This design comes from an exercise in tuning for small area and a short achievable clock period on the open sky130 flow, not from production work. The RTL was checked by simulation tests, not by an equivalence proof against the original design. Power and IR drop assume default switching activity.

Design Calculator, start of the top module:
module Calculator #(parameter W = 8) (clk, Ain, Bin, s0, s1, ALUout, sel, Reset);
    input clk;
    input [W-1:0] Ain, Bin;
    input [1:0] sel;
    input s0, s1, Reset;
    output [2*W:0] ALUout;
    reg [2*W:0] ALUout;
    wire [7:0] q;
    wire [8:0] b2 = {Bin, 1'b0};
    wire [9:0] b3 = {1'b0, b2} + {2'b00, Bin};
    wire [1:0] t6 = Ain[7:6];
    wire [2:0] d1_6 = {1'b0, t6[1:0]} - {1'b0, Bin[1:0]};
    wire c1_6 = ~d1_6[2] & ~|Bin[7:2];
    wire [2:0] d2_6 = {1'b0, t6[1:0]} - {1'b0, b2[1:0]};
    wire c2_6 = ~d2_6[2] & ~|b2[8:2];
    wire [2:0] d3_6 = {1'b0, t6[1:0]} - {1'b0, b3[1:0]};
    wire c3_6 = ~d3_6[2] & ~|b3[9:2];
    assign q[7] = c2_6;
    assign q[6] = c3_6 | (c1_6 & ~c2_6);
    wire [1:0] r6 = c3_6 ? d3_6[1:0] : c2_6 ? d2_6[1:0] : c1_6 ? d1_6[1:0] : t6[1:0];
    wire [3:0] t4 = {r6, Ain[5:4]};
    wire [4:0] d1_4 = {1'b0, t4[3:0]} - {1'b0, Bin[3:0]};
    wire c1_4 = ~d1_4[4] & ~|Bin[7:4];
    wire [4:0] d2_4 = {1'b0, t4[3:0]} - {1'b0, b2[3:0]};
    wire c2_4 = ~d2_4[4] & ~|b2[8:4];
    wire [4:0] d3_4 = {1'b0, t4[3:0]} - {1'b0, b3[3:0]};
    wire c3_4 = ~d3_4[4] & ~|b3[9:4];
    assign q[5] = c2_4;
    assign q[4] = c3_4 | (c1_4 & ~c2_4);
    wire [3:0] r4 = c3_4 ? d3_4[3:0] : c2_4 ? d2_4[3:0] : c1_4 ? d1_4[3:0] : t4[3:0];
    wire [5:0] t2 = {r4, Ain[3:2]};
    wire [6:0] d1_2 = {1'b0, t2[5:0]} - {1'b0, Bin[5:0]};
    wire c1_2 = ~d1_2[6] & ~|Bin[7:6];
    wire [6:0] d2_2 = {1'b0, t2[5:0]} - {1'b0, b2[5:0]};
    wire c2_2 = ~d2_2[6] & ~|b2[8:6];
    wire [6:0] d3_2 = {1'b0, t2[5:0]} - {1'b0, b3[5:0]};
    wire c3_2 = ~d3_2[6] & ~|b3[9:6];
    assign q[3] = c2_2;
    assign q[2] = c3_2 | (c1_2 & ~c2_2);
    wire [5:0] r2 = c3_2 ? d3_2[5:0] : c2_2 ? d2_2[5:0] : c1_2 ? d1_2[5:0] : t2[5:0];
    wire [7:0] t0 = {r2, Ain[1:0]};
    wire [8:0] d1_0 = {1'b0, t0[7:0]} - {1'b0, Bin[7:0]};
    wire c1_0 = ~d1_0[8];
    wire [8:0] d2_0 = {1'b0, t0[7:0]} - {1'b0, b2[7:0]};
    wire c2_0 = ~d2_0[8] & ~|b2[8:8];
    wire [8:0] d3_0 = {1'b0, t0[7:0]} - {1'b0, b3[7:0]};
    wire c3_0 = ~d3_0[8] & ~|b3[9:8];
    assign q[1] = c2_0;
    assign q[0] = c3_0 | (c1_0 & ~c2_0);
    wire m = s0 ^ s1;
    wire e_add = ~Reset & (sel == 2'b00);
    wire e_mul = ~Reset & (sel == 2'b01);
    wire e_div = ~Reset & (sel == 2'b10);
    wire e_gry = ~Reset & (sel == 2'b11);
    wire [15:0] prod = Ain * Bin;
  ...
==> flow/config.mk <==
export PLATFORM = sky130hd
export DESIGN_NAME = Calculator
export DESIGN_NICKNAME = Calculator
export VERILOG_FILES = /design/flow/design.v
export SDC_FILE = /design/flow/constraint.sdc
export NUM_CORES = 4
export LEC_CHECK = 0
export ABC_AREA = 1
export CAP_MARGIN = 20
export CORE_MARGIN = 2
export CORE_UTILIZATION = 40
export CTS_BUF_LIST = sky130_fd_sc_hd__clkbuf_4
export GPL_TIMING_DRIVEN = 0
export SLEW_MARGIN = 20
==> flow/constraint.sdc <==
create_clock -name core_clock -period 40.0 [get_ports {clk}]
set_input_delay 8.0000 -clock core_clock [delete_from_list [all_inputs] [get_ports {clk}]]
set_output_delay 8.0000 -clock core_clock [all_outputs]
set_load 0.01 [all_outputs]
standard.sh (not shown) runs the stock make flow with config.mk's settings and CLKGATE_MAP_FILE= SYNTH_SCRIPT=/design/flow/synth_recipe.tcl, a recipe that flattens the netlist after the stock synthesis.
==> flow/flow/run.sh <==
#!/bin/bash
# Layout flow: the standard synthesis (bash standard.sh synth); then the combinational
# logic between its registers is mapped again by ABC without the full/half-adder cells,
# once per script flow/abc_*.abc (deepsyn with different seeds); the registers, their
# names and cell types are kept. The mapping with the smallest area x arrival time
# (OpenSTA on the netlist, no wires) is laid out by the standard flow from floorplan
# on, with buf_4 port buffers on the inputs and buf_1 on the outputs
# (flow/buffer_ports.tcl). Each tool's output goes to a log_* file in the work folder.
set -euo pipefail
W=$(pwd)
EXTRA=()
[[ -f $W/flow/make_args ]] && mapfile -t EXTRA < $W/flow/make_args
R=$W/orfs/results/$FLOW_PLATFORM/Calculator/base
LIB=$FLOW_HOME/platforms/$FLOW_PLATFORM/lib/sky130_fd_sc_hd__tt_025C_1v80.lib

bash standard.sh synth > $W/log_synth_std.txt 2>&1
cp $R/1_2_yosys.v $W/std_synth.v
mkdir -p $W/resynth

DU="-dont_use *clkbuf* -dont_use *probe* -dont_use *lpflow* -dont_use *dlygate* -dont_use *clkdly* -dont_use *buf_16* -dont_use *fa_* -dont_use *ha_*"
for S in $W/flow/abc_*.abc; do
  T=$(basename $S .abc)
  cat > $W/resynth/$T.ys <<Y
read_liberty -ignore_miss_func $LIB
read_verilog $W/std_synth.v
hierarchy -top $FLOW_TOP
setattr -mod -set keep_hierarchy 1 sky130_fd_sc_hd__dfxtp_1
flatten
select $FLOW_TOP
opt -purge
abc -liberty $LIB $DU -script $S
opt_clean -purge
hilomap -singleton -hicell sky130_fd_sc_hd__conb_1 HI -locell sky130_fd_sc_hd__conb_1 LO
splitnets
opt_clean -purge
tee -o $W/resynth/$T.stat stat -liberty $LIB
write_verilog -noattr -selected $W/resynth/$T.v
Y
  cat > $W/resynth/$T.sta.tcl <<S
read_lef $FLOW_HOME/platforms/$FLOW_PLATFORM/lef/sky130_fd_sc_hd.tlef
read_lef $FLOW_HOME/platforms/$FLOW_PLATFORM/lef/sky130_fd_sc_hd_merged.lef
read_liberty $LIB
read_verilog $W/resynth/$T.v
link_design $FLOW_TOP
read_sdc $FLOW_SDC
puts "ARRIVAL [expr {$FLOW_PERIOD_NS - [sta::worst_slack_cmd max] * 1e9}]"
S
done
ls $W/resynth/*.ys | xargs -P ${NUM_CORES:-4} -I{} sh -c 'yosys -s {} > {}.log 2>&1'
best=""; bestv=""
for S in $W/flow/abc_*.abc; do
  T=$(basename $S .abc)
  [[ -f $W/resynth/$T.v ]] || continue
  openroad -no_init -exit $W/resynth/$T.sta.tcl > $W/resynth/$T.sta.log 2>&1 || continue
  A=$(awk '/Chip area/{print $NF}' $W/resynth/$T.stat)
  D=$(awk '/^ARRIVAL/{print $2}' $W/resynth/$T.sta.log)
  [[ -n "$A" && -n "$D" ]] || continue
  V=$(python3 -c "print($A * $D)")
  echo "$T area $A arrival $D product $V" >> $W/log_resynth_pick.txt
  if [[ -z "$bestv" ]] || python3 -c "import sys; sys.exit(0 if $V < $bestv else 1)"; then best=$T; bestv=$V; fi
done
echo "picked $best" >> $W/log_resynth_pick.txt
cp $W/resynth/$best.v $R/1_2_yosys.v
rm -f $R/1_synth.odb $R/1_synth.sdc
bash standard.sh synth > $W/log_synth_odb.txt 2>&1
bash standard.sh DONT_BUFFER_PORTS=1 PRE_GLOBAL_PLACE_TCL=$W/flow/buffer_ports.tcl "${EXTRA[@]}" finish > $W/log_finish.txt 2>&1
==> flow/flow/abc_s5.abc <==
strash
&get -n
&deepsyn -I 1 -J 50 -S 5
&put
strash
dc2
dch -f
map -B 0.9
strash
dc2
dch -f
map -B 0.9
strash
dch -f
map -B 0.9
topo
stime -c
buffer -c
upsize -c
dnsize -c
==> flow/flow/make_args <==
SETUP_SLACK_MARGIN=28
SETUP_MOVE_SEQUENCE=sizeup,swap
Other scripts of this flow, unchanged in this note and not shown: flow/flow/buffer_ports.tcl
The baseline passed the timing, DRC and antenna checks.
Change:
--- a/flow/flow/run.sh
+++ b/flow/flow/run.sh
@@ -11,2 +10,0 @@
-EXTRA=()
-[[ -f $W/flow/make_args ]] && mapfile -t EXTRA < $W/flow/make_args
@@ -66 +64 @@
-bash standard.sh DONT_BUFFER_PORTS=1 PRE_GLOBAL_PLACE_TCL=$W/flow/buffer_ports.tcl "${EXTRA[@]}" finish > $W/log_finish.txt 2>&1
+bash standard.sh DONT_BUFFER_PORTS=1 PRE_GLOBAL_PLACE_TCL=$W/flow/buffer_ports.tcl finish > $W/log_finish.txt 2>&1
==> flow/flow/abc_t0.abc (new file) <==
strash
&get -n
&deepsyn -I 1 -J 50 -S 0
&put
strash
dc2
dch -f
map -B 0.9
strash
dc2
dch -f
map -B 0.9
strash
dch -f
map -B 0.9
topo
stime -c
==> flow/flow/abc_t1.abc (new file) <==
strash
&get -n
&deepsyn -I 1 -J 50 -S 1
&put
strash
dc2
dch -f
map -B 0.9
strash
dc2
dch -f
map -B 0.9
strash
dch -f
map -B 0.9
topo
stime -c
==> flow/flow/abc_t2.abc (new file) <==
strash
&get -n
&deepsyn -I 1 -J 50 -S 2
&put
strash
dc2
dch -f
map -B 0.9
strash
dc2
dch -f
map -B 0.9
strash
dch -f
map -B 0.9
topo
stime -c
==> flow/flow/abc_t3.abc (new file) <==
strash
&get -n
&deepsyn -I 1 -J 50 -S 3
&put
strash
dc2
dch -f
map -B 0.9
strash
dc2
dch -f
map -B 0.9
strash
dch -f
map -B 0.9
topo
stime -c
==> flow/flow/abc_t4.abc (new file) <==
strash
&get -n
&deepsyn -I 1 -J 50 -S 4
&put
strash
dc2
dch -f
map -B 0.9
strash
dc2
dch -f
map -B 0.9
strash
dch -f
map -B 0.9
topo
stime -c
==> flow/flow/abc_t5.abc (new file) <==
strash
&get -n
&deepsyn -I 1 -J 50 -S 5
&put
strash
dc2
dch -f
map -B 0.9
strash
dc2
dch -f
map -B 0.9
strash
dch -f
map -B 0.9
topo
stime -c
==> flow/flow/abc_t6.abc (new file) <==
strash
&get -n
&deepsyn -I 1 -J 50 -S 6
&put
strash
dc2
dch -f
map -B 0.9
strash
dc2
dch -f
map -B 0.9
strash
dch -f
map -B 0.9
topo
stime -c
==> flow/flow/abc_t7.abc (new file) <==
strash
&get -n
&deepsyn -I 1 -J 50 -S 7
&put
strash
dc2
dch -f
map -B 0.9
strash
dc2
dch -f
map -B 0.9
strash
dch -f
map -B 0.9
topo
stime -c
removed: flow/flow/abc_s5.abc
removed: flow/flow/make_args
The new run completed with no timing, DRC or antenna violations.
Critical path depth grows by 2.
Die area shrinks by 6.1%.
Total power shrinks by 9.3%.
Final cell count shrinks by 0.85%.
Utilization shrinks by 2.6 points.
Non-clock buffer count stays the same.
Worst setup slack is worse by 1.7 ns.
Via count shrinks by 0.70%.
Change:
==> flow/flow/abc_s0.abc (new file) <==
strash
&get -n
&deepsyn -I 1 -J 50 -S 0
&put
strash
dc2
dch -f
map -B 0.9
strash
dc2
dch -f
map -B 0.9
strash
dch -f
map -B 0.9
topo
stime -c
buffer -c
upsize -c
dnsize -c
==> flow/flow/abc_s1.abc (new file) <==
strash
&get -n
&deepsyn -I 1 -J 50 -S 1
&put
strash
dc2
dch -f
map -B 0.9
strash
dc2
dch -f
map -B 0.9
strash
dch -f
map -B 0.9
topo
stime -c
buffer -c
upsize -c
dnsize -c
==> flow/flow/abc_s2.abc (new file) <==
strash
&get -n
&deepsyn -I 1 -J 50 -S 2
&put
strash
dc2
dch -f
map -B 0.9
strash
dc2
dch -f
map -B 0.9
strash
dch -f
map -B 0.9
topo
stime -c
buffer -c
upsize -c
dnsize -c
==> flow/flow/abc_s3.abc (new file) <==
strash
&get -n
&deepsyn -I 1 -J 50 -S 3
&put
strash
dc2
dch -f
map -B 0.9
strash
dc2
dch -f
map -B 0.9
strash
dch -f
map -B 0.9
topo
stime -c
buffer -c
upsize -c
dnsize -c
==> flow/flow/abc_s4.abc (new file) <==
strash
&get -n
&deepsyn -I 1 -J 50 -S 4
&put
strash
dc2
dch -f
map -B 0.9
strash
dc2
dch -f
map -B 0.9
strash
dch -f
map -B 0.9
topo
stime -c
buffer -c
upsize -c
dnsize -c
==> flow/flow/abc_s5.abc (new file) <==
strash
&get -n
&deepsyn -I 1 -J 50 -S 5
&put
strash
dc2
dch -f
map -B 0.9
strash
dc2
dch -f
map -B 0.9
strash
dch -f
map -B 0.9
topo
stime -c
buffer -c
upsize -c
dnsize -c
==> flow/flow/abc_s6.abc (new file) <==
strash
&get -n
&deepsyn -I 1 -J 50 -S 6
&put
strash
dc2
dch -f
map -B 0.9
strash
dc2
dch -f
map -B 0.9
strash
dch -f
map -B 0.9
topo
stime -c
buffer -c
upsize -c
dnsize -c
==> flow/flow/abc_s7.abc (new file) <==
strash
&get -n
&deepsyn -I 1 -J 50 -S 7
&put
strash
dc2
dch -f
map -B 0.9
strash
dc2
dch -f
map -B 0.9
strash
dch -f
map -B 0.9
topo
stime -c
buffer -c
upsize -c
dnsize -c
removed: flow/flow/abc_t0.abc
removed: flow/flow/abc_t1.abc
removed: flow/flow/abc_t2.abc
removed: flow/flow/abc_t3.abc
removed: flow/flow/abc_t4.abc
removed: flow/flow/abc_t5.abc
removed: flow/flow/abc_t6.abc
removed: flow/flow/abc_t7.abc
The changed run completed with no timing, DRC or antenna violations.
Global-route usage decreases by 2.4 points.
Area after synthesis increases by 6.8%.
Synthesized cell count increases by 1.5%.
Sequential power goes up by about 3%.
Clock-buffer cell count drops by 1.
Wire length fell by 0.74%.
Setup slack gains 1.5 ns.
Non-clock buffer count is unchanged.
Maximum frequency is higher by 12%.
First-iteration DRC count falls by 11%.
Core utilization went down by 0.33 points.

what the ideal ports hide:
Ports are ideal in the flow. The routed layouts listed here were re-timed in OpenROAD. Step 1, drivers: a clkbuf_16 drives clk and a buf_2 each remaining input, both assumed. Step 2, shift: input delay + t, output delay - t, t = (earliest + latest rising clock arrival at the registers) / 2. This alone moves slack from input paths to output paths. a / b / c = ideal / step 1 / step 2; a / b = the first two.
run | t (ns) | slack for setup (ns) | worst setup path after step 2
the first run | 0.303 | 28.067 / 28.015 / 27.712 | input to register
the second run | 0.297 | 26.359 / 26.356 / 26.058 | input to register
the third run | 0.303 | 27.857 / 27.853 / 27.549 | input to register
After both steps every run listed still meets setup and hold. The setup slack of the first run, which loses most, moves by -0.052 ns with the drivers and by -0.355 ns with both steps.
